This is an optimization exercise on Yosys and OpenROAD, whose aim is small area, a short achievable clock period and few clock cycles, not a production implementation. RTL that was checked went through simulation tests only; none was proved equivalent to the original. No driver is modelled on the clock port, so clocking that relies on it looks cheaper here than on a real chip. Power and IR drop assume default switching activity.

== the reference run ==
==> module LZ77_Encoder, before the edit <==
module LZ77_Encoder(clk,reset,chardata,valid,encode,finish,offset,match_len,char_nxt);
input 				clk;
input 				reset;
input 		[7:0] 	chardata;
output  	reg  valid;
output  			encode;
output  	reg	finish;
output  	reg [4:0] 	offset;
output  		[4:0] 	match_len;
output  		[7:0] 	char_nxt;
reg		[4*31-1:0]	hist;
reg		[3:0]		xinv;	 
reg		[29:0]		alive;
reg		[4:0]		len;
reg					fresh;	 
reg					full;	 
reg		[9:0]		cnt;	 
assign	encode = 1'b1;
assign	match_len = len;
assign	char_nxt = {2'b00, finish, 1'b0, hist[7:4]};
wire	[3:0]	nxt = (cnt == 10'd511) ? 4'h4 : chardata[3:0];
wire		run = ~cnt[9];
wire		eob = cnt[9] & ~|cnt[8:0];
reg		[29:0]		hv;
reg		[29:0]		m;
integer i;
always @(*)
begin
	for (i = 0; i < 30; i = i + 1)
	begin
		hv[i] = (|cnt[8:5]) | (cnt[4:0] > i);
		m[i] = (i < 15) ? (hist[4*(i+1) +: 4] == hist[3:0]) : (hist[4*(i+1) +: 4] == ~xinv);
	end
end
wire			go = run & ~full;
wire	[29:0]	a = (alive | (hv & {30{fresh}})) & m & {30{go}};
wire			emit = ~|a;
wire	[4:0]	cur = fresh ? 5'd0 : len;
reg		[4:0]	best;
always @(*)
begin
	best = 5'd0;
	for (i = 0; i < 30; i = i + 1)
		if (alive[i]) best = i;
end
always @(posedge clk or posedge reset)
begin
	if (reset)
	begin
		cnt <= 10'h3ff;
		valid <= 1'b0;
		finish <= 1'b0;
	end
	else
	begin
		cnt <= cnt + 10'd1;
		valid <= ~finish & (eob | (run & emit));
		finish <= finish | eob;
	end
end
always @(posedge clk)
begin
	hist <= {hist[4*30-1:0], nxt};
	xinv <= ~nxt;
	alive <= a;
	len <= emit ? cur : cur + 5'd1;
	fresh <= emit;
	full <= ~emit & (cur == 5'd23);
	offset <= fresh ? 5'd0 : best;
end
endmodule
clock: 10.0 ns
lec_check: 0
abc_area: 1
cap_margin: 20
core_margin: 2
core_utilization: 50
slew_margin: 20
standard.sh (not shown) runs the stock make flow with config.mk's settings and CLKGATE_MAP_FILE= SYNTH_SCRIPT=/design/flow/synth_recipe.tcl, a recipe that flattens the netlist after the stock synthesis.
==> flow/flow/run.sh <==
#!/bin/bash
# Standard ORFS layout, with buf_4 port buffers and repair_timing aiming at
# a setup slack of 6.9 ns (the design's natural period is far below the 10 ns clock).
set -euo pipefail
export BUFFER_PORTS_ARGS="-buffer_cell sky130_fd_sc_hd__buf_4"
export SETUP_SLACK_MARGIN=6.9
export CTS_ARGS="-sink_clustering_enable -repair_clock_nets -dont_use_dummy_load -buf_list sky130_fd_sc_hd__clkbuf_8 -sink_clustering_size 30"
export POST_FLOORPLAN_TCL=$PWD/flow/downsize.tcl
export POST_CTS_TCL=$PWD/flow/clkinv.tcl CLKINV_ROOT=sky130_fd_sc_hd__clkinv_16 CLKINV_LEAF=sky130_fd_sc_hd__clkinv_4 CLKINV_MARGIN=7.2
bash standard.sh finish > orfs_make.log 2>&1
Other scripts of this flow, unchanged in this note and not shown: flow/flow/clkinv.tcl, flow/flow/downsize.tcl
Input-level comparison between the trial run and the reference run:
--- a/flow/design.v
+++ b/flow/design.v
@@ -14,8 +14,9 @@
 reg		[4:0]		len;
 reg					fresh;	 
 reg					full;	 
 reg		[9:0]		cnt;	 
+reg					late;	 
 assign	encode = 1'b1;
 assign	match_len = len;
 assign	char_nxt = {2'b00, finish, 1'b0, hist[7:4]};
 wire	[3:0]	nxt = (cnt == 10'd511) ? 4'h4 : chardata[3:0];
@@ -27,9 +28,9 @@
 always @(*)
 begin
 	for (i = 0; i < 30; i = i + 1)
 	begin
-		hv[i] = (|cnt[8:5]) | (cnt[4:0] > i);
+		hv[i] = late | (cnt[4:0] > i);
 		m[i] = (i < 15) ? (hist[4*(i+1) +: 4] == hist[3:0]) : (hist[4*(i+1) +: 4] == ~xinv);
 	end
 end
 wire			go = run & ~full;
@@ -47,14 +48,16 @@
 begin
 	if (reset)
 	begin
 		cnt <= 10'h3ff;
+		late <= 1'b0;
 		valid <= 1'b0;
 		finish <= 1'b0;
 	end
 	else
 	begin
 		cnt <= cnt + 10'd1;
+		late <= run & (late | (&cnt[4:0]));
 		valid <= ~finish & (eob | (run & emit));
 		finish <= finish | eob;
 	end
 end
==> run notes <==
The trial run has count of placed standard cells in the final layout, fillers left out below what the reference run had. Against the reference run, the trial run comes in 0.61 points higher on growth of design area from synthesis to finish. Length of routed met2 wiring, the trial run and the reference run, higher one = the trial run. The number of DRC markers after the initial detailed-route iteration of the trial run is higher than that of the reference run. The trial run: die area is 1.2% lower than what the reference run reported. In the metrics for the trial run and the reference run, the one carrying the higher fraction of layout instances using a drive strength above 1 is the reference run. Total power delta (the reference run -> the trial run): insignificant. The trial run — met2 layer usage reported by global route 1.4 points lower, the reference run as reference. [compare] base=the reference run new=the trial run: final period utilization saw an increase; starting density of the core saw an increase; slack of the critical path saw a decrease.
No functional check of the RTL was part of any run of this note.


Another version of the RTL of LZ77_Encoder (not shown whole).
Size: ~180 flip-flops, ~31 I/O pins, about 0.0069 mm^2 of cells after synthesis.
==> module LZ77_Encoder, before the edit <==
module LZ77_Encoder(clk,reset,chardata,valid,encode,finish,offset,match_len,char_nxt);
input 				clk;
input 				reset;
input 		[7:0] 	chardata;
output  	reg  valid;
output  			encode;
output  	reg	finish;
output  	reg [4:0] 	offset;
output  		[4:0] 	match_len;
output  		[7:0] 	char_nxt;
reg		[4*31-1:0]	hist;
reg		[29:0]		alive;
reg		[4:0]		len;
reg					fresh;	 
reg					full;	 
reg		[9:0]		cnt;	 
reg					late;	 
assign	encode = 1'b1;
assign	match_len = len;
assign	char_nxt = {2'b00, finish, 1'b0, hist[7:4]};
wire		run = ~cnt[9];
wire		eob = cnt[9] & ~|cnt[8:0];
reg		[29:0]		hv;
reg		[29:0]		m;
integer i;
always @(*)
begin
	for (i = 0; i < 30; i = i + 1)
	begin
		hv[i] = late | (cnt[4:0] > i);
		m[i] = (hist[4*(i+1) +: 4] == hist[3:0]);
	end
end
wire			go = run & ~full;
wire	[29:0]	a = (fresh ? hv : alive) & m & {30{go}};
wire			emit = ~|a;
wire	[4:0]	cur = fresh ? 5'd0 : len;
reg		[4:0]	best;
always @(*)
begin
	best = 5'd0;
	for (i = 0; i < 30; i = i + 1)
		if (alive[i]) best = i;
end
always @(posedge clk or posedge reset)
begin
	if (reset)
	begin
		cnt <= 10'h3ff;
		late <= 1'b0;
		valid <= 1'b0;
		finish <= 1'b0;
	end
	else
	begin
		cnt <= cnt + 10'd1;
		late <= run & (late | (&cnt[4:0]));
		valid <= ~finish & (eob | (run & emit));
		finish <= finish | eob;
	end
end
always @(posedge clk)
begin
	hist <= {hist[4*30-1:0], (cnt == 10'd511) ? 4'h4 : chardata[3:0]};
	alive <= a;
	len <= emit ? cur : cur + 5'd1;
	fresh <= emit;
	full <= ~emit & (cur == 5'd23);
	offset <= best;	 
end
endmodule
clock: 10.0 ns
lec_check: 0
abc_area: 1
cap_margin: 20
core_margin: 2
core_utilization: 50
slew_margin: 20
==> flow/flow/run.sh <==
#!/bin/bash
# Standard ORFS layout, with buf_4 port buffers and repair_timing aiming at
# a setup slack of 6.9 ns (the design's natural period is far below the 10 ns clock).
set -euo pipefail
export BUFFER_PORTS_ARGS="-buffer_cell sky130_fd_sc_hd__buf_2"
export SETUP_SLACK_MARGIN=6.9
export CTS_ARGS="-sink_clustering_enable -repair_clock_nets -dont_use_dummy_load -buf_list sky130_fd_sc_hd__clkbuf_8 -sink_clustering_size 30"
export POST_FLOORPLAN_TCL=$PWD/flow/downsize.tcl
export POST_CTS_TCL=$PWD/flow/clkinv.tcl CLKINV_ROOT=sky130_fd_sc_hd__clkinv_16 CLKINV_LEAF=sky130_fd_sc_hd__clkinv_4 CLKINV_MARGIN=7.2
bash standard.sh finish > orfs_make.log 2>&1
Other scripts of this flow, unchanged in this note and not shown: flow/flow/clkinv.tcl, flow/flow/downsize.tcl
==> next run, changes <==
--- a/flow/design.v
+++ b/flow/design.v
@@ -7,5 +7,5 @@
 output  	reg	finish;
 output  	reg [4:0] 	offset;
-output  		[4:0] 	match_len;
+output  	reg [4:0] 	match_len;
 output  		[7:0] 	char_nxt;
 reg		[4*31-1:0]	hist;
@@ -17,5 +17,4 @@
 reg					late;	 
 assign	encode = 1'b1;
-assign	match_len = len;
 assign	char_nxt = {2'b00, finish, 1'b0, hist[7:4]};
 wire		run = ~cnt[9];
@@ -32,5 +31,5 @@
 	end
 end
-wire			go = run & ~full;
+wire			go = run & (fresh | ~full);
 wire	[29:0]	a = (fresh ? hv : alive) & m & {30{go}};
 wire			emit = ~|a;
@@ -64,7 +63,8 @@
 	hist <= {hist[4*30-1:0], (cnt == 10'd511) ? 4'h4 : chardata[3:0]};
 	alive <= a;
-	len <= emit ? cur : cur + 5'd1;
+	len <= cur + 5'd1;	 
+	match_len <= cur;
 	fresh <= emit;
-	full <= ~emit & (cur == 5'd23);
+	full <= (cur == 5'd23);
 	offset <= best;	 
 end
Effect:
- worst setup slack improved by 0.046 ns
- routed wire length came out lower by 6.3%
- area after synthesis is about the same
- total power grows by 0.82%
- first-iteration DRC count drops by 16%
- core utilization went down by 1.7 points
- clock skew shrinks by 0.0096 ns
- combinational power shrinks by about 6%
- cell count fell by 0.64%
- clock power went up by about 2%
Testbench counts after the change, summed over its fixed seeds: cycles 16,448.
The RTL of the first run of this note was laid out without a check of its function.


## lane 2
The RTL this note starts from:
==> flow/design.v <==
module LZ77_Encoder(clk,reset,chardata,valid,encode,finish,offset,match_len,char_nxt);
input 				clk;
input 				reset;
input 		[7:0] 	chardata;
output  	reg  valid;
output  			encode;
output  	reg	finish;
output  	reg [4:0] 	offset;
output  	reg [4:0] 	match_len;
output  		[7:0] 	char_nxt;
reg		[4*31-1:0]	hist;
reg		[29:0]		alive;
reg		[4:0]		len;
reg					fresh;	 
reg					full;	 
reg		[9:0]		cnt;	 
reg					late;	 
assign	encode = 1'b1;
assign	char_nxt = {2'b00, finish, 1'b0, hist[7:4]};
wire		run = ~cnt[9];
wire		eob = cnt[9] & ~|cnt[8:0];
reg		[29:0]		hv;
reg		[29:0]		m;
integer i;
always @(*)
begin
	for (i = 0; i < 30; i = i + 1)
	begin
		hv[i] = late | (cnt[4:0] > i);
		m[i] = (hist[4*(i+1) +: 4] == hist[3:0]);
	end
end
wire			go = run & (fresh | ~full);
wire	[29:0]	a = (fresh ? hv : alive) & m & {30{go}};
wire			emit = ~|a;
wire	[4:0]	cur = fresh ? 5'd0 : len;
reg		[4:0]	best;
always @(*)
begin
	best = 5'd0;
	for (i = 0; i < 30; i = i + 1)
		if (alive[i]) best = i;
end
always @(posedge clk or posedge reset)
begin
	if (reset)
	begin
		cnt <= 10'h3ff;
		late <= 1'b0;
		valid <= 1'b0;
		finish <= 1'b0;
	end
	else
	begin
		cnt <= cnt + 10'd1;
		late <= run & (late | (&cnt[4:0]));
		valid <= ~finish & (eob | (run & emit));
		finish <= finish | eob;
	end
end
always @(posedge clk)
begin
	hist <= {hist[4*30-1:0], (cnt == 10'd511) ? 4'h4 : chardata[3:0]};
	alive <= a;
	len <= cur + 5'd1;	 
	match_len <= cur;
	fresh <= emit;
	full <= (cur == 5'd23);
	offset <= best;	 
end
endmodule
==> flow/config.mk <==
export PLATFORM = sky130hd
export DESIGN_NAME = LZ77_Encoder
export DESIGN_NICKNAME = LZ77_Encoder
export VERILOG_FILES = /design/flow/design.v
export SDC_FILE = /design/flow/constraint.sdc
export NUM_CORES = 4
export LEC_CHECK = 0
export ABC_AREA = 1
export CAP_MARGIN = 20
export CORE_MARGIN = 2
export CORE_UTILIZATION = 50
export SLEW_MARGIN = 20
==> flow/constraint.sdc <==
create_clock -name core_clock -period 10.0 [get_ports {clk}]
set_input_delay 2.0000 -clock core_clock [delete_from_list [all_inputs] [get_ports {clk}]]
set_output_delay 2.0000 -clock core_clock [all_outputs]
set_load 0.01 [all_outputs]
==> flow/flow/run.sh <==
#!/bin/bash
# Standard ORFS layout, with buf_4 port buffers and repair_timing aiming at
# a setup slack of 6.9 ns (the design's natural period is far below the 10 ns clock).
set -euo pipefail
export BUFFER_PORTS_ARGS="-buffer_cell sky130_fd_sc_hd__buf_2"
export SETUP_SLACK_MARGIN=6.9
export CTS_ARGS="-sink_clustering_enable -repair_clock_nets -dont_use_dummy_load -buf_list sky130_fd_sc_hd__clkbuf_8 -sink_clustering_size 30"
export POST_FLOORPLAN_TCL=$PWD/flow/restructure.tcl RMP_LIB=$FLOW_HOME/platforms/sky130hd/lib/sky130_fd_sc_hd__tt_025C_1v80.lib
export POST_CTS_TCL=$PWD/flow/clkinv.tcl CLKINV_ROOT=sky130_fd_sc_hd__clkinv_16 CLKINV_LEAF=sky130_fd_sc_hd__clkinv_4 CLKINV_MARGIN=7.2
bash standard.sh finish > orfs_make.log 2>&1
Other scripts of this flow, unchanged in this note and not shown: flow/flow/clkinv.tcl, flow/flow/downsize.tcl, flow/flow/restructure.tcl
Lane 2 finished every stage and its layout cleared the timing, design-rule and antenna checks.
Testbench counts of lane 2, summed over its fixed seeds: cycles 16,448.
Changes in lane 1 relative to lane 2:
--- a/flow/design.v
+++ b/flow/design.v
@@ -5,9 +5,9 @@
 output  	reg  valid;
 output  			encode;
 output  	reg	finish;
 output  	reg [4:0] 	offset;
-output  	reg [4:0] 	match_len;
+output  		[4:0] 	match_len;
 output  		[7:0] 	char_nxt;
 reg		[4*31-1:0]	hist;
 reg		[29:0]		alive;
 reg		[4:0]		len;
@@ -15,8 +15,9 @@
 reg					full;	 
 reg		[9:0]		cnt;	 
 reg					late;	 
 assign	encode = 1'b1;
+assign	match_len = len;
 assign	char_nxt = {2'b00, finish, 1'b0, hist[7:4]};
 wire		run = ~cnt[9];
 wire		eob = cnt[9] & ~|cnt[8:0];
 reg		[29:0]		hv;
@@ -29,9 +30,9 @@
 		hv[i] = late | (cnt[4:0] > i);
 		m[i] = (hist[4*(i+1) +: 4] == hist[3:0]);
 	end
 end
-wire			go = run & (fresh | ~full);
+wire			go = run & ~full;
 wire	[29:0]	a = (fresh ? hv : alive) & m & {30{go}};
 wire			emit = ~|a;
 wire	[4:0]	cur = fresh ? 5'd0 : len;
 reg		[4:0]	best;
@@ -61,11 +62,10 @@
 always @(posedge clk)
 begin
 	hist <= {hist[4*30-1:0], (cnt == 10'd511) ? 4'h4 : chardata[3:0]};
 	alive <= a;
-	len <= cur + 5'd1;	 
-	match_len <= cur;
+	len <= emit ? cur : cur + 5'd1;
 	fresh <= emit;
-	full <= (cur == 5'd23);
+	full <= ~emit & (cur == 5'd23);
 	offset <= best;	 
 end
 endmodule
==> run notes <==
Relative to lane 2, global-route total usage across every layer has gone up in lane 1. Start point of the critical path: fresh$_DFF_P_ -> lane 1, cnt[0]$_DFF_PP1_ -> lane 2. Relative to lane 2, multi-input logic portion of the cell area increased by 1.4 points in lane 1. Lane 1 vs lane 2, synthesized area divided by synthesized cell count went up by 0.17 um2. In the flow results for lane 2 and lane 1, the count of fill cells added during filler insertion is larger on lane 2. Lane 2 vs lane 1, critical path capture point: valid$_DFF_PP0_ vs len[3]$_DFF_P_. Combinational power ends up lower on lane 2.
Only the layout flow was run in lane 1; the RTL was not checked for function there.


== the baseline ==
RTL: the design.v shown in full above, as it stands there.
==> flow/config.mk <==
export PLATFORM = sky130hd
export DESIGN_NAME = LZ77_Encoder
export DESIGN_NICKNAME = LZ77_Encoder
export VERILOG_FILES = /design/flow/design.v
export SDC_FILE = /design/flow/constraint.sdc
export NUM_CORES = 4
export LEC_CHECK = 0
export ABC_AREA = 1
export CAP_MARGIN = 20
export CORE_MARGIN = 2
export CORE_UTILIZATION = 50
export SLEW_MARGIN = 20
==> flow/constraint.sdc <==
create_clock -name core_clock -period 10.0 [get_ports {clk}]
set_input_delay 2.0000 -clock core_clock [delete_from_list [all_inputs] [get_ports {clk}]]
set_output_delay 2.0000 -clock core_clock [all_outputs]
set_load 0.01 [all_outputs]
==> flow/flow/run.sh <==
#!/bin/bash
# Standard ORFS layout, with buf_4 port buffers and repair_timing aiming at
# a setup slack of 6.9 ns (the design's natural period is far below the 10 ns clock).
set -euo pipefail
export BUFFER_PORTS_ARGS="-buffer_cell sky130_fd_sc_hd__buf_2"
export SETUP_SLACK_MARGIN=6.9
export CTS_ARGS="-sink_clustering_enable -repair_clock_nets -dont_use_dummy_load -buf_list sky130_fd_sc_hd__clkbuf_8 -sink_clustering_size 30"
export POST_FLOORPLAN_TCL=$PWD/flow/restructure.tcl RMP_LIB=$FLOW_HOME/platforms/sky130hd/lib/sky130_fd_sc_hd__tt_025C_1v80.lib
export POST_CTS_TCL=$PWD/flow/clkinv.tcl CLKINV_ROOT=sky130_fd_sc_hd__clkinv_16 CLKINV_LEAF=sky130_fd_sc_hd__clkinv_4 CLKINV_MARGIN=7.15
bash standard.sh cts > orfs_make.log 2>&1
# after the clock tree is rebuilt, repair against the faster clock
export SETUP_SLACK_MARGIN=7.15
bash standard.sh finish > orfs_make2.log 2>&1
Other scripts of this flow, unchanged in this note and not shown: flow/flow/clkinv.tcl, flow/flow/downsize.tcl, flow/flow/restructure.tcl
Testbench counts of the baseline, summed over its fixed seeds: cycles 16,448.
[inputs] the candidate vs the baseline
-- flow/design.v --
<<< the baseline, line 14
reg					fresh;	 
reg					full;	 
reg		[9:0]		cnt;	 
reg					late;	 
assign	encode = 1'b1;
>>> the candidate, line 14
reg					fresh;	 
reg					full;	 
reg		[9:0]		ncnt;	 
wire	[9:0]		cnt = ~ncnt;	 
reg					late;	 
assign	encode = 1'b1;
<<< the baseline, line 32
end
wire			go = run & (fresh | ~full);
wire	[29:0]	a = (fresh ? hv : alive) & m & {30{go}};
wire			emit = ~|a;
wire	[4:0]	cur = fresh ? 5'd0 : len;
reg		[4:0]	best;
>>> the candidate, line 33
end
wire			go = run & (fresh | ~full);
wire	[29:0]	a = (fresh ? hv : alive) & m;
wire			emit = ~go | ~|a;
wire	[4:0]	cur = fresh ? 5'd0 : len;
reg		[4:0]	best;
<<< the baseline, line 46
	if (reset)
	begin
		cnt <= 10'h3ff;
		late <= 1'b0;
		valid <= 1'b0;
>>> the candidate, line 47
	if (reset)
	begin
		ncnt <= 10'h000;
		late <= 1'b0;
		valid <= 1'b0;
<<< the baseline, line 53
	else
	begin
		cnt <= cnt + 10'd1;
		late <= run & (late | (&cnt[4:0]));
		valid <= ~finish & (eob | (run & emit));
>>> the candidate, line 54
	else
	begin
		ncnt <= ncnt - 10'd1;
		late <= run & (late | (&cnt[4:0]));
		valid <= ~finish & (eob | (run & emit));
<<< the baseline, line 67
	fresh <= emit;
	full <= (cur == 5'd23);
	offset <= best;	 
end
endmodule
>>> the candidate, line 68
	fresh <= emit;
	full <= (cur == 5'd23);
	offset <= fresh ? 5'd0 : best;
end
endmodule
- The finished layout cell area on the candidate is in line with that on the baseline.
- Re clock skew: the baseline and the candidate aren't equal, and the higher value belongs to the baseline.
- Of the two values seen for capturing instance or port of the critical path, finish was produced by the candidate and char_nxt[1] by the baseline.
- The candidate vs the baseline: growth of design area from synthesis to finish up
- Compare the baseline and the candidate | maximum operating frequency higher: the baseline
- Wire length of the first global-routing pass came out lower on the candidate than on the baseline.
- In the candidate relative to the baseline, area taken by multi-input logic gates had gone up slightly.
- The candidate ends up with higher final critical path time including I/O delays and setup than the baseline does.
- Looking at instance count of the mapped netlist across the baseline and the candidate, the one that comes out higher is the baseline.
- Higher area fraction in and, or, nand and nor cells after synthesis was reported by the candidate, not the baseline.
Only the layout flow was run in the candidate; the RTL was not checked for function there.

separate check: timing with driven ports:
Ports are ideal in the flow. The routed layouts listed here were re-timed in OpenROAD. Step 1: set_driving_cell puts a clkbuf_16 on clk and a buf_2 on each other input, an assumption about the parent block. Step 2 adds t to the input delays and takes it off the output delays; t is the mean of the earliest and latest rising clock arrival at the registers after step 1. Input paths then give back, and output paths get back, about the clock's delay inside the block. Slacks: ideal / step 1 / step 2; pairs: ideal / step 1.
run	t, ns	setup WS [ns]	slew at the worst register clock pin (ns)	pins driven straight from the clock port
the reference run	0.313	7.163 / 7.117 / 7.163	0.09 / 0.09	1
the trial run	0.310	7.111 / 7.105 / 7.111	0.10 / 0.10	1
the first run of note 2	0.318	7.148 / 7.131 / 7.148	0.10 / 0.10	1
the second run of note 2	0.318	7.195 / 7.121 / 7.195	0.10 / 0.10	1
lane 2	0.314	7.164 / 7.141 / 7.164	0.09 / 0.09	1
lane 1	0.314	7.031 / 7.031 / 7.031	0.10 / 0.10	1
the baseline	0.314	7.209 / 7.136 / 7.318	0.09 / 0.09	1
the candidate	0.317	7.178 / 7.104 / 7.276	0.09 / 0.09	1
After both steps every run listed still meets setup and hold.
